From an optimization exercise on the open Yosys and OpenROAD flow, aimed at small area and a short achievable clock period; shortcuts taken in it are not production practice.
Only the layout flow was run in this run; the RTL was not checked for function there.
Power figures rest on the tool's default switching activity, not on a simulated workload.

<file path="design/flow/flow/run.sh">
#!/bin/bash
set -euo pipefail
MARGIN=25
bash standard.sh SETUP_SLACK_MARGIN=$MARGIN SETUP_MOVE_SEQUENCE=sizeup,swap SKIP_GATE_CLONING=1 \
  "BUFFER_PORTS_ARGS=-buffer_cell sky130_fd_sc_hd__buf_1" finish > make_finish.log 2>&1
</file>
<file path="design/flow/standard.sh">
#!/bin/bash
# synth_recipe.tcl (not shown) runs the flow's synth.tcl, then flattens the netlist and writes it again
# the make line also repeats each setting of config.mk as NAME=value (left out here)
make -C /OpenROAD-flow-scripts/flow DESIGN_CONFIG=/design/flow/config.mk WORK_HOME=/design/flow/orfs CLKGATE_MAP_FILE= SYNTH_SCRIPT=/design/flow/synth_recipe.tcl "${@:-finish}"
</file>
<file path="design/flow/config.mk">
export PLATFORM = sky130hd
export DESIGN_NAME = pipeline_sum
export DESIGN_NICKNAME = pipeline_sum
export VERILOG_FILES = /design/flow/design.v
export SDC_FILE = /design/flow/constraint.sdc
export NUM_CORES = 4
export LEC_CHECK = 0
export ABC_AREA = 1
export CAP_MARGIN = 20
export CORE_MARGIN = 2
export CORE_UTILIZATION = 55
export SLEW_MARGIN = 20
</file>
<file path="design/flow/constraint.sdc">
create_clock -name core_clock -period 36.0 [get_ports {clk}]
set_input_delay 7.2000 -clock core_clock [delete_from_list [all_inputs] [get_ports {clk}]]
set_output_delay 7.2000 -clock core_clock [all_outputs]
set_load 0.01 [all_outputs]
</file>
<file path="design/flow/design.v">
module pipeline_sum (
    input clk,
    input [15:0] a, b,
    output [31:0] r
);
  wire [0:0] s0_r15_t = a[15:15];
  wire s0_r15_hz = ~(|b[15:1]);
  wire [1:0] s0_r15_bo;
  assign s0_r15_bo[0] = 1'b0;
  wire [0:0] s0_r15_p = s0_r15_t ^ b[0:0];
  assign s0_r15_bo[1] = s0_r15_p[0] ? b[0] : s0_r15_bo[0];
  wire s0_r15_q = s0_r15_hz & ~s0_r15_bo[1];
  wire [0:0] s0_r15_d;
  assign s0_r15_d[0] = s0_r15_q ? (s0_r15_p[0] ^ s0_r15_bo[0]) : s0_r15_t[0];
  wire [15:0] s0_r15_ra = {s0_r15_d, a[14:0]};
  wire [1:0] s0_r14_t = s0_r15_ra[15:14];
  wire s0_r14_hz = ~(|b[15:2]);
  wire [2:0] s0_r14_bo;
  assign s0_r14_bo[0] = 1'b0;
  wire [1:0] s0_r14_p = s0_r14_t ^ b[1:0];
  assign s0_r14_bo[1] = s0_r14_p[0] ? b[0] : s0_r14_bo[0];
  assign s0_r14_bo[2] = s0_r14_p[1] ? b[1] : s0_r14_bo[1];
  wire s0_r14_q = s0_r14_hz & ~s0_r14_bo[2];
  wire [1:0] s0_r14_d;
  assign s0_r14_d[0] = s0_r14_q ? (s0_r14_p[0] ^ s0_r14_bo[0]) : s0_r14_t[0];
  assign s0_r14_d[1] = s0_r14_q ? (s0_r14_p[1] ^ s0_r14_bo[1]) : s0_r14_t[1];
  wire [15:0] s0_r14_ra = {s0_r14_d, s0_r15_ra[13:0]};
  wire [2:0] s0_r13_t = s0_r14_ra[15:13];
  wire s0_r13_hz = ~(|b[15:3]);
  wire [3:0] s0_r13_bo;
  assign s0_r13_bo[0] = 1'b0;
  wire [2:0] s0_r13_p = s0_r13_t ^ b[2:0];
  assign s0_r13_bo[1] = s0_r13_p[0] ? b[0] : s0_r13_bo[0];
  assign s0_r13_bo[2] = s0_r13_p[1] ? b[1] : s0_r13_bo[1];
  assign s0_r13_bo[3] = s0_r13_p[2] ? b[2] : s0_r13_bo[2];
  wire s0_r13_q = s0_r13_hz & ~s0_r13_bo[3];
  wire [2:0] s0_r13_d;
  assign s0_r13_d[0] = s0_r13_q ? (s0_r13_p[0] ^ s0_r13_bo[0]) : s0_r13_t[0];
  assign s0_r13_d[1] = s0_r13_q ? (s0_r13_p[1] ^ s0_r13_bo[1]) : s0_r13_t[1];
  assign s0_r13_d[2] = s0_r13_q ? (s0_r13_p[2] ^ s0_r13_bo[2]) : s0_r13_t[2];
  wire [15:0] s0_r13_ra = {s0_r13_d, s0_r14_ra[12:0]};
  reg [15:0] ra_c1;
  reg [15:0] bb_c1;
  reg [2:0] ah_c1;
  reg q15_c1;
  reg q14_c1;
  reg q13_c1;
  always_ff @(posedge clk) begin
    ra_c1 <= s0_r13_ra;
    bb_c1 <= b;
    ah_c1 <= a[15:13];
    q15_c1 <= s0_r15_q;
    q14_c1 <= s0_r14_q;
    q13_c1 <= s0_r13_q;
  end
  wire [3:0] s1_r12_t = ra_c1[15:12];
  wire s1_r12_hz = ~(|bb_c1[15:4]);
  wire [4:0] s1_r12_bo;
  assign s1_r12_bo[0] = 1'b0;
  wire [3:0] s1_r12_p = s1_r12_t ^ bb_c1[3:0];
  assign s1_r12_bo[1] = s1_r12_p[0] ? bb_c1[0] : s1_r12_bo[0];
  assign s1_r12_bo[2] = s1_r12_p[1] ? bb_c1[1] : s1_r12_bo[1];
  assign s1_r12_bo[3] = s1_r12_p[2] ? bb_c1[2] : s1_r12_bo[2];
  assign s1_r12_bo[4] = s1_r12_p[3] ? bb_c1[3] : s1_r12_bo[3];
  wire s1_r12_q = s1_r12_hz & ~s1_r12_bo[4];
  wire [3:0] s1_r12_d;
  assign s1_r12_d[0] = s1_r12_q ? (s1_r12_p[0] ^ s1_r12_bo[0]) : s1_r12_t[0];
  assign s1_r12_d[1] = s1_r12_q ? (s1_r12_p[1] ^ s1_r12_bo[1]) : s1_r12_t[1];
  assign s1_r12_d[2] = s1_r12_q ? (s1_r12_p[2] ^ s1_r12_bo[2]) : s1_r12_t[2];
  assign s1_r12_d[3] = s1_r12_q ? (s1_r12_p[3] ^ s1_r12_bo[3]) : s1_r12_t[3];
  wire [15:0] s1_r12_ra = {s1_r12_d, ra_c1[11:0]};
  wire [4:0] s1_r11_t = s1_r12_ra[15:11];
  wire s1_r11_hz = ~(|bb_c1[15:5]);
  wire [5:0] s1_r11_bo;
  assign s1_r11_bo[0] = 1'b0;
  wire [4:0] s1_r11_p = s1_r11_t ^ bb_c1[4:0];
  assign s1_r11_bo[1] = s1_r11_p[0] ? bb_c1[0] : s1_r11_bo[0];
  assign s1_r11_bo[2] = s1_r11_p[1] ? bb_c1[1] : s1_r11_bo[1];
  assign s1_r11_bo[3] = s1_r11_p[2] ? bb_c1[2] : s1_r11_bo[2];
  assign s1_r11_bo[4] = s1_r11_p[3] ? bb_c1[3] : s1_r11_bo[3];
  assign s1_r11_bo[5] = s1_r11_p[4] ? bb_c1[4] : s1_r11_bo[4];
  wire s1_r11_q = s1_r11_hz & ~s1_r11_bo[5];
  wire [4:0] s1_r11_d;
  assign s1_r11_d[0] = s1_r11_q ? (s1_r11_p[0] ^ s1_r11_bo[0]) : s1_r11_t[0];
  assign s1_r11_d[1] = s1_r11_q ? (s1_r11_p[1] ^ s1_r11_bo[1]) : s1_r11_t[1];
  assign s1_r11_d[2] = s1_r11_q ? (s1_r11_p[2] ^ s1_r11_bo[2]) : s1_r11_t[2];
  assign s1_r11_d[3] = s1_r11_q ? (s1_r11_p[3] ^ s1_r11_bo[3]) : s1_r11_t[3];
  assign s1_r11_d[4] = s1_r11_q ? (s1_r11_p[4] ^ s1_r11_bo[4]) : s1_r11_t[4];
  wire [15:0] s1_r11_ra = {s1_r11_d, s1_r12_ra[10:0]};
  wire [5:0] s1_r10_t = s1_r11_ra[15:10];
  wire s1_r10_hz = ~(|bb_c1[15:6]);
  wire [6:0] s1_r10_bo;
  assign s1_r10_bo[0] = 1'b0;
  wire [5:0] s1_r10_p = s1_r10_t ^ bb_c1[5:0];
  assign s1_r10_bo[1] = s1_r10_p[0] ? bb_c1[0] : s1_r10_bo[0];
  assign s1_r10_bo[2] = s1_r10_p[1] ? bb_c1[1] : s1_r10_bo[1];
  assign s1_r10_bo[3] = s1_r10_p[2] ? bb_c1[2] : s1_r10_bo[2];
  assign s1_r10_bo[4] = s1_r10_p[3] ? bb_c1[3] : s1_r10_bo[3];
  assign s1_r10_bo[5] = s1_r10_p[4] ? bb_c1[4] : s1_r10_bo[4];
  assign s1_r10_bo[6] = s1_r10_p[5] ? bb_c1[5] : s1_r10_bo[5];
  wire s1_r10_q = s1_r10_hz & ~s1_r10_bo[6];
  wire [5:0] s1_r10_d;
  assign s1_r10_d[0] = s1_r10_q ? (s1_r10_p[0] ^ s1_r10_bo[0]) : s1_r10_t[0];
  assign s1_r10_d[1] = s1_r10_q ? (s1_r10_p[1] ^ s1_r10_bo[1]) : s1_r10_t[1];
  assign s1_r10_d[2] = s1_r10_q ? (s1_r10_p[2] ^ s1_r10_bo[2]) : s1_r10_t[2];
  assign s1_r10_d[3] = s1_r10_q ? (s1_r10_p[3] ^ s1_r10_bo[3]) : s1_r10_t[3];
  assign s1_r10_d[4] = s1_r10_q ? (s1_r10_p[4] ^ s1_r10_bo[4]) : s1_r10_t[4];
  assign s1_r10_d[5] = s1_r10_q ? (s1_r10_p[5] ^ s1_r10_bo[5]) : s1_r10_t[5];
  wire [15:0] s1_r10_ra = {s1_r10_d, s1_r11_ra[9:0]};
  wire [6:0] s1_r9_t = s1_r10_ra[15:9];
  wire s1_r9_hz = ~(|bb_c1[15:7]);
  wire [7:0] s1_r9_bo;
  assign s1_r9_bo[0] = 1'b0;
  wire [6:0] s1_r9_p = s1_r9_t ^ bb_c1[6:0];
  assign s1_r9_bo[1] = s1_r9_p[0] ? bb_c1[0] : s1_r9_bo[0];
  assign s1_r9_bo[2] = s1_r9_p[1] ? bb_c1[1] : s1_r9_bo[1];
  assign s1_r9_bo[3] = s1_r9_p[2] ? bb_c1[2] : s1_r9_bo[2];
  assign s1_r9_bo[4] = s1_r9_p[3] ? bb_c1[3] : s1_r9_bo[3];
  assign s1_r9_bo[5] = s1_r9_p[4] ? bb_c1[4] : s1_r9_bo[4];
  assign s1_r9_bo[6] = s1_r9_p[5] ? bb_c1[5] : s1_r9_bo[5];
  assign s1_r9_bo[7] = s1_r9_p[6] ? bb_c1[6] : s1_r9_bo[6];
  wire s1_r9_q = s1_r9_hz & ~s1_r9_bo[7];
  wire [6:0] s1_r9_d;
  assign s1_r9_d[0] = s1_r9_q ? (s1_r9_p[0] ^ s1_r9_bo[0]) : s1_r9_t[0];
  assign s1_r9_d[1] = s1_r9_q ? (s1_r9_p[1] ^ s1_r9_bo[1]) : s1_r9_t[1];
  assign s1_r9_d[2] = s1_r9_q ? (s1_r9_p[2] ^ s1_r9_bo[2]) : s1_r9_t[2];
  assign s1_r9_d[3] = s1_r9_q ? (s1_r9_p[3] ^ s1_r9_bo[3]) : s1_r9_t[3];
  assign s1_r9_d[4] = s1_r9_q ? (s1_r9_p[4] ^ s1_r9_bo[4]) : s1_r9_t[4];
  assign s1_r9_d[5] = s1_r9_q ? (s1_r9_p[5] ^ s1_r9_bo[5]) : s1_r9_t[5];
  assign s1_r9_d[6] = s1_r9_q ? (s1_r9_p[6] ^ s1_r9_bo[6]) : s1_r9_t[6];
  wire [15:0] s1_r9_ra = {s1_r9_d, s1_r10_ra[8:0]};
  wire [7:0] s1_r8_t = s1_r9_ra[15:8];
  wire s1_r8_hz = ~(|bb_c1[15:8]);
  wire [8:0] s1_r8_bo;
  assign s1_r8_bo[0] = 1'b0;
  wire [7:0] s1_r8_p = s1_r8_t ^ bb_c1[7:0];
  assign s1_r8_bo[1] = s1_r8_p[0] ? bb_c1[0] : s1_r8_bo[0];
  assign s1_r8_bo[2] = s1_r8_p[1] ? bb_c1[1] : s1_r8_bo[1];
  assign s1_r8_bo[3] = s1_r8_p[2] ? bb_c1[2] : s1_r8_bo[2];
  assign s1_r8_bo[4] = s1_r8_p[3] ? bb_c1[3] : s1_r8_bo[3];
  assign s1_r8_bo[5] = s1_r8_p[4] ? bb_c1[4] : s1_r8_bo[4];
  assign s1_r8_bo[6] = s1_r8_p[5] ? bb_c1[5] : s1_r8_bo[5];
  assign s1_r8_bo[7] = s1_r8_p[6] ? bb_c1[6] : s1_r8_bo[6];
  assign s1_r8_bo[8] = s1_r8_p[7] ? bb_c1[7] : s1_r8_bo[7];
  wire s1_r8_q = s1_r8_hz & ~s1_r8_bo[8];
  wire [7:0] s1_r8_d;
  assign s1_r8_d[0] = s1_r8_q ? (s1_r8_p[0] ^ s1_r8_bo[0]) : s1_r8_t[0];
  assign s1_r8_d[1] = s1_r8_q ? (s1_r8_p[1] ^ s1_r8_bo[1]) : s1_r8_t[1];
  assign s1_r8_d[2] = s1_r8_q ? (s1_r8_p[2] ^ s1_r8_bo[2]) : s1_r8_t[2];
  assign s1_r8_d[3] = s1_r8_q ? (s1_r8_p[3] ^ s1_r8_bo[3]) : s1_r8_t[3];
  assign s1_r8_d[4] = s1_r8_q ? (s1_r8_p[4] ^ s1_r8_bo[4]) : s1_r8_t[4];
  assign s1_r8_d[5] = s1_r8_q ? (s1_r8_p[5] ^ s1_r8_bo[5]) : s1_r8_t[5];
  assign s1_r8_d[6] = s1_r8_q ? (s1_r8_p[6] ^ s1_r8_bo[6]) : s1_r8_t[6];
  assign s1_r8_d[7] = s1_r8_q ? (s1_r8_p[7] ^ s1_r8_bo[7]) : s1_r8_t[7];
  wire [15:0] s1_r8_ra = {s1_r8_d, s1_r9_ra[7:0]};
  wire [8:0] s1_r7_t = s1_r8_ra[15:7];
  wire s1_r7_hz = ~(|bb_c1[15:9]);
  wire [9:0] s1_r7_bo;
  assign s1_r7_bo[0] = 1'b0;
  wire [8:0] s1_r7_p = s1_r7_t ^ bb_c1[8:0];
  assign s1_r7_bo[1] = s1_r7_p[0] ? bb_c1[0] : s1_r7_bo[0];
  assign s1_r7_bo[2] = s1_r7_p[1] ? bb_c1[1] : s1_r7_bo[1];
  assign s1_r7_bo[3] = s1_r7_p[2] ? bb_c1[2] : s1_r7_bo[2];
  assign s1_r7_bo[4] = s1_r7_p[3] ? bb_c1[3] : s1_r7_bo[3];
  assign s1_r7_bo[5] = s1_r7_p[4] ? bb_c1[4] : s1_r7_bo[4];
  assign s1_r7_bo[6] = s1_r7_p[5] ? bb_c1[5] : s1_r7_bo[5];
  assign s1_r7_bo[7] = s1_r7_p[6] ? bb_c1[6] : s1_r7_bo[6];
  assign s1_r7_bo[8] = s1_r7_p[7] ? bb_c1[7] : s1_r7_bo[7];
  assign s1_r7_bo[9] = s1_r7_p[8] ? bb_c1[8] : s1_r7_bo[8];
  wire s1_r7_q = s1_r7_hz & ~s1_r7_bo[9];
  wire [8:0] s1_r7_d;
  assign s1_r7_d[0] = s1_r7_q ? (s1_r7_p[0] ^ s1_r7_bo[0]) : s1_r7_t[0];
  assign s1_r7_d[1] = s1_r7_q ? (s1_r7_p[1] ^ s1_r7_bo[1]) : s1_r7_t[1];
  assign s1_r7_d[2] = s1_r7_q ? (s1_r7_p[2] ^ s1_r7_bo[2]) : s1_r7_t[2];
  assign s1_r7_d[3] = s1_r7_q ? (s1_r7_p[3] ^ s1_r7_bo[3]) : s1_r7_t[3];
  assign s1_r7_d[4] = s1_r7_q ? (s1_r7_p[4] ^ s1_r7_bo[4]) : s1_r7_t[4];
  assign s1_r7_d[5] = s1_r7_q ? (s1_r7_p[5] ^ s1_r7_bo[5]) : s1_r7_t[5];
  assign s1_r7_d[6] = s1_r7_q ? (s1_r7_p[6] ^ s1_r7_bo[6]) : s1_r7_t[6];
  assign s1_r7_d[7] = s1_r7_q ? (s1_r7_p[7] ^ s1_r7_bo[7]) : s1_r7_t[7];
  assign s1_r7_d[8] = s1_r7_q ? (s1_r7_p[8] ^ s1_r7_bo[8]) : s1_r7_t[8];
  wire [15:0] s1_r7_ra = {s1_r7_d, s1_r8_ra[6:0]};
  wire [9:0] s1_r6_t = s1_r7_ra[15:6];
  wire s1_r6_hz = ~(|bb_c1[15:10]);
  wire [10:0] s1_r6_bo;
  assign s1_r6_bo[0] = 1'b0;
  wire [9:0] s1_r6_p = s1_r6_t ^ bb_c1[9:0];
  assign s1_r6_bo[1] = s1_r6_p[0] ? bb_c1[0] : s1_r6_bo[0];
  assign s1_r6_bo[2] = s1_r6_p[1] ? bb_c1[1] : s1_r6_bo[1];
  assign s1_r6_bo[3] = s1_r6_p[2] ? bb_c1[2] : s1_r6_bo[2];
  assign s1_r6_bo[4] = s1_r6_p[3] ? bb_c1[3] : s1_r6_bo[3];
  assign s1_r6_bo[5] = s1_r6_p[4] ? bb_c1[4] : s1_r6_bo[4];
  assign s1_r6_bo[6] = s1_r6_p[5] ? bb_c1[5] : s1_r6_bo[5];
  assign s1_r6_bo[7] = s1_r6_p[6] ? bb_c1[6] : s1_r6_bo[6];
  assign s1_r6_bo[8] = s1_r6_p[7] ? bb_c1[7] : s1_r6_bo[7];
  assign s1_r6_bo[9] = s1_r6_p[8] ? bb_c1[8] : s1_r6_bo[8];
  assign s1_r6_bo[10] = s1_r6_p[9] ? bb_c1[9] : s1_r6_bo[9];
  wire s1_r6_q = s1_r6_hz & ~s1_r6_bo[10];
  wire [9:0] s1_r6_d;
  assign s1_r6_d[0] = s1_r6_q ? (s1_r6_p[0] ^ s1_r6_bo[0]) : s1_r6_t[0];
  assign s1_r6_d[1] = s1_r6_q ? (s1_r6_p[1] ^ s1_r6_bo[1]) : s1_r6_t[1];
  assign s1_r6_d[2] = s1_r6_q ? (s1_r6_p[2] ^ s1_r6_bo[2]) : s1_r6_t[2];
  assign s1_r6_d[3] = s1_r6_q ? (s1_r6_p[3] ^ s1_r6_bo[3]) : s1_r6_t[3];
  assign s1_r6_d[4] = s1_r6_q ? (s1_r6_p[4] ^ s1_r6_bo[4]) : s1_r6_t[4];
  assign s1_r6_d[5] = s1_r6_q ? (s1_r6_p[5] ^ s1_r6_bo[5]) : s1_r6_t[5];
  assign s1_r6_d[6] = s1_r6_q ? (s1_r6_p[6] ^ s1_r6_bo[6]) : s1_r6_t[6];
  assign s1_r6_d[7] = s1_r6_q ? (s1_r6_p[7] ^ s1_r6_bo[7]) : s1_r6_t[7];
  assign s1_r6_d[8] = s1_r6_q ? (s1_r6_p[8] ^ s1_r6_bo[8]) : s1_r6_t[8];
  assign s1_r6_d[9] = s1_r6_q ? (s1_r6_p[9] ^ s1_r6_bo[9]) : s1_r6_t[9];
  wire [15:0] s1_r6_ra = {s1_r6_d, s1_r7_ra[5:0]};
  wire [10:0] s1_r5_t = s1_r6_ra[15:5];
  wire s1_r5_hz = ~(|bb_c1[15:11]);
  wire [11:0] s1_r5_bo;
  assign s1_r5_bo[0] = 1'b0;
  wire [10:0] s1_r5_p = s1_r5_t ^ bb_c1[10:0];
  assign s1_r5_bo[1] = s1_r5_p[0] ? bb_c1[0] : s1_r5_bo[0];
  assign s1_r5_bo[2] = s1_r5_p[1] ? bb_c1[1] : s1_r5_bo[1];
  assign s1_r5_bo[3] = s1_r5_p[2] ? bb_c1[2] : s1_r5_bo[2];
  assign s1_r5_bo[4] = s1_r5_p[3] ? bb_c1[3] : s1_r5_bo[3];
  assign s1_r5_bo[5] = s1_r5_p[4] ? bb_c1[4] : s1_r5_bo[4];
  assign s1_r5_bo[6] = s1_r5_p[5] ? bb_c1[5] : s1_r5_bo[5];
  assign s1_r5_bo[7] = s1_r5_p[6] ? bb_c1[6] : s1_r5_bo[6];
  assign s1_r5_bo[8] = s1_r5_p[7] ? bb_c1[7] : s1_r5_bo[7];
  assign s1_r5_bo[9] = s1_r5_p[8] ? bb_c1[8] : s1_r5_bo[8];
  assign s1_r5_bo[10] = s1_r5_p[9] ? bb_c1[9] : s1_r5_bo[9];
  assign s1_r5_bo[11] = s1_r5_p[10] ? bb_c1[10] : s1_r5_bo[10];
  wire s1_r5_q = s1_r5_hz & ~s1_r5_bo[11];
  wire [10:0] s1_r5_d;
  assign s1_r5_d[0] = s1_r5_q ? (s1_r5_p[0] ^ s1_r5_bo[0]) : s1_r5_t[0];
  assign s1_r5_d[1] = s1_r5_q ? (s1_r5_p[1] ^ s1_r5_bo[1]) : s1_r5_t[1];
  assign s1_r5_d[2] = s1_r5_q ? (s1_r5_p[2] ^ s1_r5_bo[2]) : s1_r5_t[2];
  assign s1_r5_d[3] = s1_r5_q ? (s1_r5_p[3] ^ s1_r5_bo[3]) : s1_r5_t[3];
  assign s1_r5_d[4] = s1_r5_q ? (s1_r5_p[4] ^ s1_r5_bo[4]) : s1_r5_t[4];
  assign s1_r5_d[5] = s1_r5_q ? (s1_r5_p[5] ^ s1_r5_bo[5]) : s1_r5_t[5];
  assign s1_r5_d[6] = s1_r5_q ? (s1_r5_p[6] ^ s1_r5_bo[6]) : s1_r5_t[6];
  assign s1_r5_d[7] = s1_r5_q ? (s1_r5_p[7] ^ s1_r5_bo[7]) : s1_r5_t[7];
  assign s1_r5_d[8] = s1_r5_q ? (s1_r5_p[8] ^ s1_r5_bo[8]) : s1_r5_t[8];
  assign s1_r5_d[9] = s1_r5_q ? (s1_r5_p[9] ^ s1_r5_bo[9]) : s1_r5_t[9];
  assign s1_r5_d[10] = s1_r5_q ? (s1_r5_p[10] ^ s1_r5_bo[10]) : s1_r5_t[10];
  wire [15:0] s1_r5_ra = {s1_r5_d, s1_r6_ra[4:0]};
  reg [15:0] ra_c2;
  reg [15:0] bb_c2;
  reg [10:0] ah_c2;
  reg q15_c2;
  reg q14_c2;
  reg q13_c2;
  reg q12_c2;
  reg q11_c2;
  reg q10_c2;
  reg q9_c2;
  reg q8_c2;
  reg q7_c2;
  reg q6_c2;
  reg q5_c2;
  always_ff @(posedge clk) begin
    ra_c2 <= s1_r5_ra;
    bb_c2 <= bb_c1;
    ah_c2 <= {ah_c1, ra_c1[12:5]};
    q15_c2 <= q15_c1;
    q14_c2 <= q14_c1;
    q13_c2 <= q13_c1;
    q12_c2 <= s1_r12_q;
    q11_c2 <= s1_r11_q;
    q10_c2 <= s1_r10_q;
    q9_c2 <= s1_r9_q;
    q8_c2 <= s1_r8_q;
    q7_c2 <= s1_r7_q;
    q6_c2 <= s1_r6_q;
    q5_c2 <= s1_r5_q;
  end
  wire [15:0] xa = {ah_c2, ra_c2[4:0]};
  wire [15:0] sh = (bb_c2[15:4] == 12'd0) ? (xa << bb_c2[3:0]) : 16'd0;
  wire [17:0] xs = {2'b0, xa | bb_c2} + {2'b0, xa ^ bb_c2} + {2'b0, sh};
  wire [17:0] ym2 = xs + {1'b0, 1'b0, q15_c2, q14_c2, q13_c2, q12_c2, q11_c2, q10_c2, q9_c2, q8_c2, q7_c2, q6_c2, q5_c2, 1'b0, 1'b0, 1'b0, 1'b0, 1'b0};
  wire [11:0] s2_r4_t = ra_c2[15:4];
  wire s2_r4_hz = ~(|bb_c2[15:12]);
  wire [12:0] s2_r4_bo;
  assign s2_r4_bo[0] = 1'b0;
  wire [11:0] s2_r4_p = s2_r4_t ^ bb_c2[11:0];
  assign s2_r4_bo[1] = s2_r4_p[0] ? bb_c2[0] : s2_r4_bo[0];
  assign s2_r4_bo[2] = s2_r4_p[1] ? bb_c2[1] : s2_r4_bo[1];
  assign s2_r4_bo[3] = s2_r4_p[2] ? bb_c2[2] : s2_r4_bo[2];
  assign s2_r4_bo[4] = s2_r4_p[3] ? bb_c2[3] : s2_r4_bo[3];
  assign s2_r4_bo[5] = s2_r4_p[4] ? bb_c2[4] : s2_r4_bo[4];
  assign s2_r4_bo[6] = s2_r4_p[5] ? bb_c2[5] : s2_r4_bo[5];
  assign s2_r4_bo[7] = s2_r4_p[6] ? bb_c2[6] : s2_r4_bo[6];
  assign s2_r4_bo[8] = s2_r4_p[7] ? bb_c2[7] : s2_r4_bo[7];
  assign s2_r4_bo[9] = s2_r4_p[8] ? bb_c2[8] : s2_r4_bo[8];
  assign s2_r4_bo[10] = s2_r4_p[9] ? bb_c2[9] : s2_r4_bo[9];
  assign s2_r4_bo[11] = s2_r4_p[10] ? bb_c2[10] : s2_r4_bo[10];
  assign s2_r4_bo[12] = s2_r4_p[11] ? bb_c2[11] : s2_r4_bo[11];
  wire s2_r4_q = s2_r4_hz & ~s2_r4_bo[12];
  wire [11:0] s2_r4_d;
  assign s2_r4_d[0] = s2_r4_q ? (s2_r4_p[0] ^ s2_r4_bo[0]) : s2_r4_t[0];
  assign s2_r4_d[1] = s2_r4_q ? (s2_r4_p[1] ^ s2_r4_bo[1]) : s2_r4_t[1];
  assign s2_r4_d[2] = s2_r4_q ? (s2_r4_p[2] ^ s2_r4_bo[2]) : s2_r4_t[2];
  assign s2_r4_d[3] = s2_r4_q ? (s2_r4_p[3] ^ s2_r4_bo[3]) : s2_r4_t[3];
  assign s2_r4_d[4] = s2_r4_q ? (s2_r4_p[4] ^ s2_r4_bo[4]) : s2_r4_t[4];
  assign s2_r4_d[5] = s2_r4_q ? (s2_r4_p[5] ^ s2_r4_bo[5]) : s2_r4_t[5];
  assign s2_r4_d[6] = s2_r4_q ? (s2_r4_p[6] ^ s2_r4_bo[6]) : s2_r4_t[6];
  assign s2_r4_d[7] = s2_r4_q ? (s2_r4_p[7] ^ s2_r4_bo[7]) : s2_r4_t[7];
  assign s2_r4_d[8] = s2_r4_q ? (s2_r4_p[8] ^ s2_r4_bo[8]) : s2_r4_t[8];
  assign s2_r4_d[9] = s2_r4_q ? (s2_r4_p[9] ^ s2_r4_bo[9]) : s2_r4_t[9];
  assign s2_r4_d[10] = s2_r4_q ? (s2_r4_p[10] ^ s2_r4_bo[10]) : s2_r4_t[10];
  assign s2_r4_d[11] = s2_r4_q ? (s2_r4_p[11] ^ s2_r4_bo[11]) : s2_r4_t[11];
  wire [15:0] s2_r4_ra = {s2_r4_d, ra_c2[3:0]};
  wire [12:0] s2_r3_t = s2_r4_ra[15:3];
  wire s2_r3_hz = ~(|bb_c2[15:13]);
  wire [13:0] s2_r3_bo;
  assign s2_r3_bo[0] = 1'b0;
  wire [12:0] s2_r3_p = s2_r3_t ^ bb_c2[12:0];
  assign s2_r3_bo[1] = s2_r3_p[0] ? bb_c2[0] : s2_r3_bo[0];
  assign s2_r3_bo[2] = s2_r3_p[1] ? bb_c2[1] : s2_r3_bo[1];
  assign s2_r3_bo[3] = s2_r3_p[2] ? bb_c2[2] : s2_r3_bo[2];
  assign s2_r3_bo[4] = s2_r3_p[3] ? bb_c2[3] : s2_r3_bo[3];
  assign s2_r3_bo[5] = s2_r3_p[4] ? bb_c2[4] : s2_r3_bo[4];
  assign s2_r3_bo[6] = s2_r3_p[5] ? bb_c2[5] : s2_r3_bo[5];
  assign s2_r3_bo[7] = s2_r3_p[6] ? bb_c2[6] : s2_r3_bo[6];
  assign s2_r3_bo[8] = s2_r3_p[7] ? bb_c2[7] : s2_r3_bo[7];
  assign s2_r3_bo[9] = s2_r3_p[8] ? bb_c2[8] : s2_r3_bo[8];
  assign s2_r3_bo[10] = s2_r3_p[9] ? bb_c2[9] : s2_r3_bo[9];
  assign s2_r3_bo[11] = s2_r3_p[10] ? bb_c2[10] : s2_r3_bo[10];
  assign s2_r3_bo[12] = s2_r3_p[11] ? bb_c2[11] : s2_r3_bo[11];
  assign s2_r3_bo[13] = s2_r3_p[12] ? bb_c2[12] : s2_r3_bo[12];
  wire s2_r3_q = s2_r3_hz & ~s2_r3_bo[13];
  wire [12:0] s2_r3_d;
  assign s2_r3_d[0] = s2_r3_q ? (s2_r3_p[0] ^ s2_r3_bo[0]) : s2_r3_t[0];
  assign s2_r3_d[1] = s2_r3_q ? (s2_r3_p[1] ^ s2_r3_bo[1]) : s2_r3_t[1];
  assign s2_r3_d[2] = s2_r3_q ? (s2_r3_p[2] ^ s2_r3_bo[2]) : s2_r3_t[2];
  assign s2_r3_d[3] = s2_r3_q ? (s2_r3_p[3] ^ s2_r3_bo[3]) : s2_r3_t[3];
  assign s2_r3_d[4] = s2_r3_q ? (s2_r3_p[4] ^ s2_r3_bo[4]) : s2_r3_t[4];
  assign s2_r3_d[5] = s2_r3_q ? (s2_r3_p[5] ^ s2_r3_bo[5]) : s2_r3_t[5];
  assign s2_r3_d[6] = s2_r3_q ? (s2_r3_p[6] ^ s2_r3_bo[6]) : s2_r3_t[6];
  assign s2_r3_d[7] = s2_r3_q ? (s2_r3_p[7] ^ s2_r3_bo[7]) : s2_r3_t[7];
  assign s2_r3_d[8] = s2_r3_q ? (s2_r3_p[8] ^ s2_r3_bo[8]) : s2_r3_t[8];
  assign s2_r3_d[9] = s2_r3_q ? (s2_r3_p[9] ^ s2_r3_bo[9]) : s2_r3_t[9];
  assign s2_r3_d[10] = s2_r3_q ? (s2_r3_p[10] ^ s2_r3_bo[10]) : s2_r3_t[10];
  assign s2_r3_d[11] = s2_r3_q ? (s2_r3_p[11] ^ s2_r3_bo[11]) : s2_r3_t[11];
  assign s2_r3_d[12] = s2_r3_q ? (s2_r3_p[12] ^ s2_r3_bo[12]) : s2_r3_t[12];
  wire [15:0] s2_r3_ra = {s2_r3_d, s2_r4_ra[2:0]};
  wire [13:0] s2_r2_t = s2_r3_ra[15:2];
  wire s2_r2_hz = ~(|bb_c2[15:14]);
  wire [14:0] s2_r2_bo;
  assign s2_r2_bo[0] = 1'b0;
  wire [13:0] s2_r2_p = s2_r2_t ^ bb_c2[13:0];
  assign s2_r2_bo[1] = s2_r2_p[0] ? bb_c2[0] : s2_r2_bo[0];
  assign s2_r2_bo[2] = s2_r2_p[1] ? bb_c2[1] : s2_r2_bo[1];
  assign s2_r2_bo[3] = s2_r2_p[2] ? bb_c2[2] : s2_r2_bo[2];
  assign s2_r2_bo[4] = s2_r2_p[3] ? bb_c2[3] : s2_r2_bo[3];
  assign s2_r2_bo[5] = s2_r2_p[4] ? bb_c2[4] : s2_r2_bo[4];
  assign s2_r2_bo[6] = s2_r2_p[5] ? bb_c2[5] : s2_r2_bo[5];
  assign s2_r2_bo[7] = s2_r2_p[6] ? bb_c2[6] : s2_r2_bo[6];
  assign s2_r2_bo[8] = s2_r2_p[7] ? bb_c2[7] : s2_r2_bo[7];
  assign s2_r2_bo[9] = s2_r2_p[8] ? bb_c2[8] : s2_r2_bo[8];
  assign s2_r2_bo[10] = s2_r2_p[9] ? bb_c2[9] : s2_r2_bo[9];
  assign s2_r2_bo[11] = s2_r2_p[10] ? bb_c2[10] : s2_r2_bo[10];
  assign s2_r2_bo[12] = s2_r2_p[11] ? bb_c2[11] : s2_r2_bo[11];
  assign s2_r2_bo[13] = s2_r2_p[12] ? bb_c2[12] : s2_r2_bo[12];
  assign s2_r2_bo[14] = s2_r2_p[13] ? bb_c2[13] : s2_r2_bo[13];
  wire s2_r2_q = s2_r2_hz & ~s2_r2_bo[14];
  wire [13:0] s2_r2_d;
  assign s2_r2_d[0] = s2_r2_q ? (s2_r2_p[0] ^ s2_r2_bo[0]) : s2_r2_t[0];
  assign s2_r2_d[1] = s2_r2_q ? (s2_r2_p[1] ^ s2_r2_bo[1]) : s2_r2_t[1];
  assign s2_r2_d[2] = s2_r2_q ? (s2_r2_p[2] ^ s2_r2_bo[2]) : s2_r2_t[2];
  assign s2_r2_d[3] = s2_r2_q ? (s2_r2_p[3] ^ s2_r2_bo[3]) : s2_r2_t[3];
  assign s2_r2_d[4] = s2_r2_q ? (s2_r2_p[4] ^ s2_r2_bo[4]) : s2_r2_t[4];
  assign s2_r2_d[5] = s2_r2_q ? (s2_r2_p[5] ^ s2_r2_bo[5]) : s2_r2_t[5];
  assign s2_r2_d[6] = s2_r2_q ? (s2_r2_p[6] ^ s2_r2_bo[6]) : s2_r2_t[6];
  assign s2_r2_d[7] = s2_r2_q ? (s2_r2_p[7] ^ s2_r2_bo[7]) : s2_r2_t[7];
  assign s2_r2_d[8] = s2_r2_q ? (s2_r2_p[8] ^ s2_r2_bo[8]) : s2_r2_t[8];
  assign s2_r2_d[9] = s2_r2_q ? (s2_r2_p[9] ^ s2_r2_bo[9]) : s2_r2_t[9];
  assign s2_r2_d[10] = s2_r2_q ? (s2_r2_p[10] ^ s2_r2_bo[10]) : s2_r2_t[10];
  assign s2_r2_d[11] = s2_r2_q ? (s2_r2_p[11] ^ s2_r2_bo[11]) : s2_r2_t[11];
  assign s2_r2_d[12] = s2_r2_q ? (s2_r2_p[12] ^ s2_r2_bo[12]) : s2_r2_t[12];
  assign s2_r2_d[13] = s2_r2_q ? (s2_r2_p[13] ^ s2_r2_bo[13]) : s2_r2_t[13];
  wire [15:0] s2_r2_ra = {s2_r2_d, s2_r3_ra[1:0]};
  wire [15:0] s2_x4_t = s2_r2_ra;
  wire [17:0] s2_x4_b1 = {2'b0, bb_c2};
  wire [17:0] s2_x4_b2 = {1'b0, bb_c2, 1'b0};
  wire [17:0] s2_x4_b3 = s2_x4_b1 + s2_x4_b2;
  wire [16:0] s2_x4_c1;
  assign s2_x4_c1[0] = 1'b0;
  assign s2_x4_c1[1] = (s2_x4_t[0] ^ s2_x4_b1[0]) ? s2_x4_b1[0] : s2_x4_c1[0];
  assign s2_x4_c1[2] = (s2_x4_t[1] ^ s2_x4_b1[1]) ? s2_x4_b1[1] : s2_x4_c1[1];
  assign s2_x4_c1[3] = (s2_x4_t[2] ^ s2_x4_b1[2]) ? s2_x4_b1[2] : s2_x4_c1[2];
  assign s2_x4_c1[4] = (s2_x4_t[3] ^ s2_x4_b1[3]) ? s2_x4_b1[3] : s2_x4_c1[3];
  assign s2_x4_c1[5] = (s2_x4_t[4] ^ s2_x4_b1[4]) ? s2_x4_b1[4] : s2_x4_c1[4];
  assign s2_x4_c1[6] = (s2_x4_t[5] ^ s2_x4_b1[5]) ? s2_x4_b1[5] : s2_x4_c1[5];
  assign s2_x4_c1[7] = (s2_x4_t[6] ^ s2_x4_b1[6]) ? s2_x4_b1[6] : s2_x4_c1[6];
  assign s2_x4_c1[8] = (s2_x4_t[7] ^ s2_x4_b1[7]) ? s2_x4_b1[7] : s2_x4_c1[7];
  assign s2_x4_c1[9] = (s2_x4_t[8] ^ s2_x4_b1[8]) ? s2_x4_b1[8] : s2_x4_c1[8];
  assign s2_x4_c1[10] = (s2_x4_t[9] ^ s2_x4_b1[9]) ? s2_x4_b1[9] : s2_x4_c1[9];
  assign s2_x4_c1[11] = (s2_x4_t[10] ^ s2_x4_b1[10]) ? s2_x4_b1[10] : s2_x4_c1[10];
  assign s2_x4_c1[12] = (s2_x4_t[11] ^ s2_x4_b1[11]) ? s2_x4_b1[11] : s2_x4_c1[11];
  assign s2_x4_c1[13] = (s2_x4_t[12] ^ s2_x4_b1[12]) ? s2_x4_b1[12] : s2_x4_c1[12];
  assign s2_x4_c1[14] = (s2_x4_t[13] ^ s2_x4_b1[13]) ? s2_x4_b1[13] : s2_x4_c1[13];
  assign s2_x4_c1[15] = (s2_x4_t[14] ^ s2_x4_b1[14]) ? s2_x4_b1[14] : s2_x4_c1[14];
  assign s2_x4_c1[16] = (s2_x4_t[15] ^ s2_x4_b1[15]) ? s2_x4_b1[15] : s2_x4_c1[15];
  wire s2_x4_ge1 = ~(|s2_x4_b1[17:16]) & ~s2_x4_c1[16];
  wire [16:0] s2_x4_c2;
  assign s2_x4_c2[0] = 1'b0;
  assign s2_x4_c2[1] = (s2_x4_t[0] ^ s2_x4_b2[0]) ? s2_x4_b2[0] : s2_x4_c2[0];
  assign s2_x4_c2[2] = (s2_x4_t[1] ^ s2_x4_b2[1]) ? s2_x4_b2[1] : s2_x4_c2[1];
  assign s2_x4_c2[3] = (s2_x4_t[2] ^ s2_x4_b2[2]) ? s2_x4_b2[2] : s2_x4_c2[2];
  assign s2_x4_c2[4] = (s2_x4_t[3] ^ s2_x4_b2[3]) ? s2_x4_b2[3] : s2_x4_c2[3];
  assign s2_x4_c2[5] = (s2_x4_t[4] ^ s2_x4_b2[4]) ? s2_x4_b2[4] : s2_x4_c2[4];
  assign s2_x4_c2[6] = (s2_x4_t[5] ^ s2_x4_b2[5]) ? s2_x4_b2[5] : s2_x4_c2[5];
  assign s2_x4_c2[7] = (s2_x4_t[6] ^ s2_x4_b2[6]) ? s2_x4_b2[6] : s2_x4_c2[6];
  assign s2_x4_c2[8] = (s2_x4_t[7] ^ s2_x4_b2[7]) ? s2_x4_b2[7] : s2_x4_c2[7];
  assign s2_x4_c2[9] = (s2_x4_t[8] ^ s2_x4_b2[8]) ? s2_x4_b2[8] : s2_x4_c2[8];
  assign s2_x4_c2[10] = (s2_x4_t[9] ^ s2_x4_b2[9]) ? s2_x4_b2[9] : s2_x4_c2[9];
  assign s2_x4_c2[11] = (s2_x4_t[10] ^ s2_x4_b2[10]) ? s2_x4_b2[10] : s2_x4_c2[10];
  assign s2_x4_c2[12] = (s2_x4_t[11] ^ s2_x4_b2[11]) ? s2_x4_b2[11] : s2_x4_c2[11];
  assign s2_x4_c2[13] = (s2_x4_t[12] ^ s2_x4_b2[12]) ? s2_x4_b2[12] : s2_x4_c2[12];
  assign s2_x4_c2[14] = (s2_x4_t[13] ^ s2_x4_b2[13]) ? s2_x4_b2[13] : s2_x4_c2[13];
  assign s2_x4_c2[15] = (s2_x4_t[14] ^ s2_x4_b2[14]) ? s2_x4_b2[14] : s2_x4_c2[14];
  assign s2_x4_c2[16] = (s2_x4_t[15] ^ s2_x4_b2[15]) ? s2_x4_b2[15] : s2_x4_c2[15];
  wire s2_x4_ge2 = ~(|s2_x4_b2[17:16]) & ~s2_x4_c2[16];
  wire [16:0] s2_x4_c3;
  assign s2_x4_c3[0] = 1'b0;
  assign s2_x4_c3[1] = (s2_x4_t[0] ^ s2_x4_b3[0]) ? s2_x4_b3[0] : s2_x4_c3[0];
  assign s2_x4_c3[2] = (s2_x4_t[1] ^ s2_x4_b3[1]) ? s2_x4_b3[1] : s2_x4_c3[1];
  assign s2_x4_c3[3] = (s2_x4_t[2] ^ s2_x4_b3[2]) ? s2_x4_b3[2] : s2_x4_c3[2];
  assign s2_x4_c3[4] = (s2_x4_t[3] ^ s2_x4_b3[3]) ? s2_x4_b3[3] : s2_x4_c3[3];
  assign s2_x4_c3[5] = (s2_x4_t[4] ^ s2_x4_b3[4]) ? s2_x4_b3[4] : s2_x4_c3[4];
  assign s2_x4_c3[6] = (s2_x4_t[5] ^ s2_x4_b3[5]) ? s2_x4_b3[5] : s2_x4_c3[5];
  assign s2_x4_c3[7] = (s2_x4_t[6] ^ s2_x4_b3[6]) ? s2_x4_b3[6] : s2_x4_c3[6];
  assign s2_x4_c3[8] = (s2_x4_t[7] ^ s2_x4_b3[7]) ? s2_x4_b3[7] : s2_x4_c3[7];
  assign s2_x4_c3[9] = (s2_x4_t[8] ^ s2_x4_b3[8]) ? s2_x4_b3[8] : s2_x4_c3[8];
  assign s2_x4_c3[10] = (s2_x4_t[9] ^ s2_x4_b3[9]) ? s2_x4_b3[9] : s2_x4_c3[9];
  assign s2_x4_c3[11] = (s2_x4_t[10] ^ s2_x4_b3[10]) ? s2_x4_b3[10] : s2_x4_c3[10];
  assign s2_x4_c3[12] = (s2_x4_t[11] ^ s2_x4_b3[11]) ? s2_x4_b3[11] : s2_x4_c3[11];
  assign s2_x4_c3[13] = (s2_x4_t[12] ^ s2_x4_b3[12]) ? s2_x4_b3[12] : s2_x4_c3[12];
  assign s2_x4_c3[14] = (s2_x4_t[13] ^ s2_x4_b3[13]) ? s2_x4_b3[13] : s2_x4_c3[13];
  assign s2_x4_c3[15] = (s2_x4_t[14] ^ s2_x4_b3[14]) ? s2_x4_b3[14] : s2_x4_c3[14];
  assign s2_x4_c3[16] = (s2_x4_t[15] ^ s2_x4_b3[15]) ? s2_x4_b3[15] : s2_x4_c3[15];
  wire s2_x4_ge3 = ~(|s2_x4_b3[17:16]) & ~s2_x4_c3[16];
  wire s2_x4_q1 = s2_x4_ge2;
  wire s2_x4_q0 = s2_x4_q1 ? s2_x4_ge3 : s2_x4_ge1;
  wire [6:0] ml = {1'b0, ym2[5:0]} + {1'b0, 1'b0, s2_r4_q, s2_r3_q, s2_r2_q, 1'b0, 1'b0};
  wire lc1 = ml[0] & s2_x4_q0;
  wire lc2 = (ml[1] & s2_x4_q1) | ((ml[1] | s2_x4_q1) & lc1);
  wire [6:0] lo7;
  assign lo7[0] = ml[0] ^ s2_x4_q0;
  assign lo7[1] = ml[1] ^ s2_x4_q1 ^ lc1;
  assign lo7[2] = ml[2] ^ (lc2 & (1'b1));
  assign lo7[3] = ml[3] ^ (lc2 & (&ml[2:2]));
  assign lo7[4] = ml[4] ^ (lc2 & (&ml[3:2]));
  assign lo7[5] = ml[5] ^ (lc2 & (&ml[4:2]));
  assign lo7[6] = ml[6] ^ (lc2 & (&ml[5:2]));
  wire [11:0] h0 = ym2[17:6];
  reg [6:0] lo_c3;
  reg [11:0] hi_c3;
  always_ff @(posedge clk) begin
    lo_c3 <= lo7;
    hi_c3 <= h0;
  end
  wire [11:0] hs = hi_c3 + {11'd0, lo_c3[6]};
  assign r = {14'd0, hs, lo_c3[5:0]};
endmodule
</file>
==> run notes <==
[per-stage QoR]
stage | area, µm² | hold WS [ns]
5_1_grt | 12900 | 0.338
3_3_place_gp | 11400 | 0.310
2_1_floorplan | 11100 | 0.310
3_5_place_dp | 11400 | 0.312
6_report | 12900 | 0.329
4_1_cts | 11700 | 0.329
[sequential cells by signal, indices dropped and copies added, names as in the netlist, 3 cells and up]
name   count
ah_c1      3
ah_c2     11
bb_c1     16
bb_c2     16
hi_c3     12
lo_c3      7
ra_c1     16
ra_c2     16
[synth_stat cells, drive strengths merged, types with 11 or more instances]
| library cell | instances |
|---|---|
| inv | 265 |
| xor2 | 49 |
| nand3 | 200 |
| xnor2 | 22 |
| nor2 | 53 |
| buf | 28 |
| dfxtp | 111 |
| a21oi | 50 |
| fa | 30 |
| nand2 | 509 |
| ha | 82 |
| clkbuf | 19 |
| or2 | 44 |
| o21ai | 114 |
| nand4 | 11 |
[cell type report]
class | count | area (µm²) | area share
multi-input combinational | 1260 | 8720 | 0.674
sequential | 111 | 2250 | 0.174
inverter | 270 | 1110 | 0.0856
tap | 265 | 332 | 0.0256
clock buffer | 9 | 225 | 0.0174
timing repair buffer | 51 | 208 | 0.0161
clock inverter | 7 | 87.6 | 0.00677
[layer usage]
layer,track usage,share of wire
met1,0.341,0.46
met2,0.435,0.47
met3,0.0270,0.043
met4,0.0848,0.028
met5,0,0
[kinds of logic (layout without fill, tap and decap cells)]
| kind of cell | Yosys count | count (layout) | synth area share |
|---|---|---|---|
| fa+ha+maj | 114 | 114 | 0.149 |
| xor+xnor | 71 | 71 | 0.0561 |
| simple gates | 837 | 837 | 0.358 |
| compound gates | 216 | 216 | 0.111 |
| flops | 111 | 111 | 0.201 |
| other cells | 1 | 14 | 0.000338 |
| mux | 8 | 8 | 0.00723 |
| buf+inv | 317 | 337 | 0.118 |
[layout by cell type (no fill, tap or decap), types with 7 or more instances in the layout]
cell type and instances:
a21oi_1 48, nand2_4 51, nand2_2 110, clkbuf_16 9
o21ai_2 15, nor3_1 7, nand3b_1 7, xor2_1 49
nand2_8 12, nand3_1 149, nand4_1 11, fa_1 29
o21ai_1 15, nor2_1 44, buf_1 50, xnor2_1 22
or2_2 35, inv_2 24, o21ai_0 81, a21o_1 8
ha_1 78, nand3_2 25, o21bai_1 9, nand2_1 336
dfxtp_2 7, dfxtp_1 98, conb_1 14, nand3_4 26
inv_1 227, clkinv_8 7, o211ai_1 9, mux2i_1 8
[final timing paths]
check | start | endpoint | slack (ns) | depth (start not counted)
min reg2reg | q14_c1 | q14_c2 | 0.33 | 0
max | bb_c2[0] | lo_c3[3] | 25.46 | 104
max reg2reg | bb_c2[0] | lo_c3[3] | 25.46 | 104
min | q14_c1 | q14_c2 | 0.33 | 0
[timing repair]
action	in CTS	in global routing
cloned	0	0
setup endpoints to repair	7	19
gates resized for setup	25	323
pin swaps	6	124
[where the power goes]
part           internal, W  switching [W]
sequential        0.000138      0.0000130
clock            0.0000498      0.0000524
combinational    0.0000703       0.000114
==> impl_results.md <==
- Number of global-route vias before repair: 9088
- Fin crit period: 10.54 ns
- Worst-Skew Late Latency: 0.37 ns
- Layout cells sized above 1: 0.217
- Fillers: 1839
- Power Density: 33.8 nW/µm²
- Clock buffer count from CTS: 9
- Row count: 51
- Syn avg cell area: 6.61 µm²
- Max Buffers Root-to-Sink: 2
- Post-Place Cells: 1957
- Final wirelength: 28.6 mm
- Worst Setup Slack post-DPL: 23.76 ns
- Global route overflow: 0
- CP Max Fanout: 34
- Critical path's top delay family: simple AND/OR/NAND/NOR gates
- GP Congestion: 0.911
- H-tree depth: 3
- Final setup margin: 25.46 ns
- Total clock sinks: 111
- Initial DRT Pass Iterations: 7
- # DRC: 0
- Worst slew pin tran: 0.763 ns
- CP startpoint kind: flip-flop
- Tot Pwr: 0.000437 W
- RSZ-0062 raised after global routing: yes
- Slew margin rel.: 0.490
- CP Capture Type: flip-flop
- Drt wl/cell: 14.5 µm
- Largest net degree at the start of global routing: 35
- Via density: 5.21
- Initial Util: 0.566
- IR drop worst, VDD: 0.0000233 V
- Chip Height: 146 µm
- CP arrival: 10.79 ns
- Slowest cell on the critical path: fa_2
- Worst Skew: 0.00771 ns
- Cts hold-fix bufs: 0
- Number of flops mapped to enable cells by yosys: 0
- Min-Delay Path Class: flip-flop to flip-flop
- Post-route ant nets: 0
- Post-Synthesis Cells: 1675
- CTS Root Cell: clkbuf_16
- Synth area leaders: dfxtp_1 20%, nand2_1 15%, ha_1 9.3%, inv_1 8.1%, nand3_1 8.0%
- Io pins: 65
- First-pass GRT wire length: 44.1 mm
- Synth top area share: 0.201
- CP Buf/Inv Count: 7
- Antenna cells: 0
- Global router's overall resource usage: 0.256
- Fin. max-slew vios: 0
- Die width: 146 µm
- Async SR Flop Fraction: 0
- I/O Buffers: 50
- P&R area growth vs syn: 16.7%
- Synth warnings: 1
- Finished Core Util: 0.660
- Worst path most repeated cell: nand2_2
- Final Hold Vio Count: 0
- Post-Syn Area: 11100 µm²
- Worst path required time: 36.25 ns
- Critical Path Max Stage Delay: 0.44 ns
- Post-synthesis register bit count: 111
- Via Count: 10287
- HPWL Detailed: 22.6 mm
- Final Non-Filler Cells: 1973
- Final #Nets: 1848
- Final Cycle Share: 0.293
- Setup bufs post-CTS: 0
- Clock-pin slew on the worst setup and hold paths: 0.08 ns
- Sequential-to-total area share from yosys stat: 0.201
- Die area: 21300 µm²
- Cell variety after synth: 56
- Setup TNS: 0 ns
- Synth Flop Type: dfxtp_1
- Yosys top cell by area: dfxtp_1
- Core footprint: 19600 µm²
- Status: finished clean
- MaxCap Viol Count: 0
- Initial antenna violation count: 0
- Max Freq: 94.9 MHz
- Static leakage: 6.50 nW
- Final setup fails: 0
- CP Class: flip-flop to flip-flop
- 1st-iter DRT viols: 691
- CTS tree: built

## static timing again, ports no longer ideal
Ports are ideal in the flow. The routed layout listed here was re-timed in OpenROAD.
Step 1, drivers: a clkbuf_16 drives clk and a buf_2 each remaining input, both assumed.
Step 2 also shifts input and output timing later by t, the mid clock arrival at the registers, as if the neighbouring blocks saw the same clock.
Three values: ideal ports, drivers, drivers and shift; two values: the first two.
shift t [ns]: 0.406
slack for setup (ns): 25.465 / 25.465 / 25.443
latest minus earliest clock arrival (ns): 0.009 / 0.009
worst data-port slew with drivers (ns): 0.04
After both steps this run still meets setup and hold. The setup slack of this run moves by 0.000 ns with the drivers and by -0.022 ns with both steps.
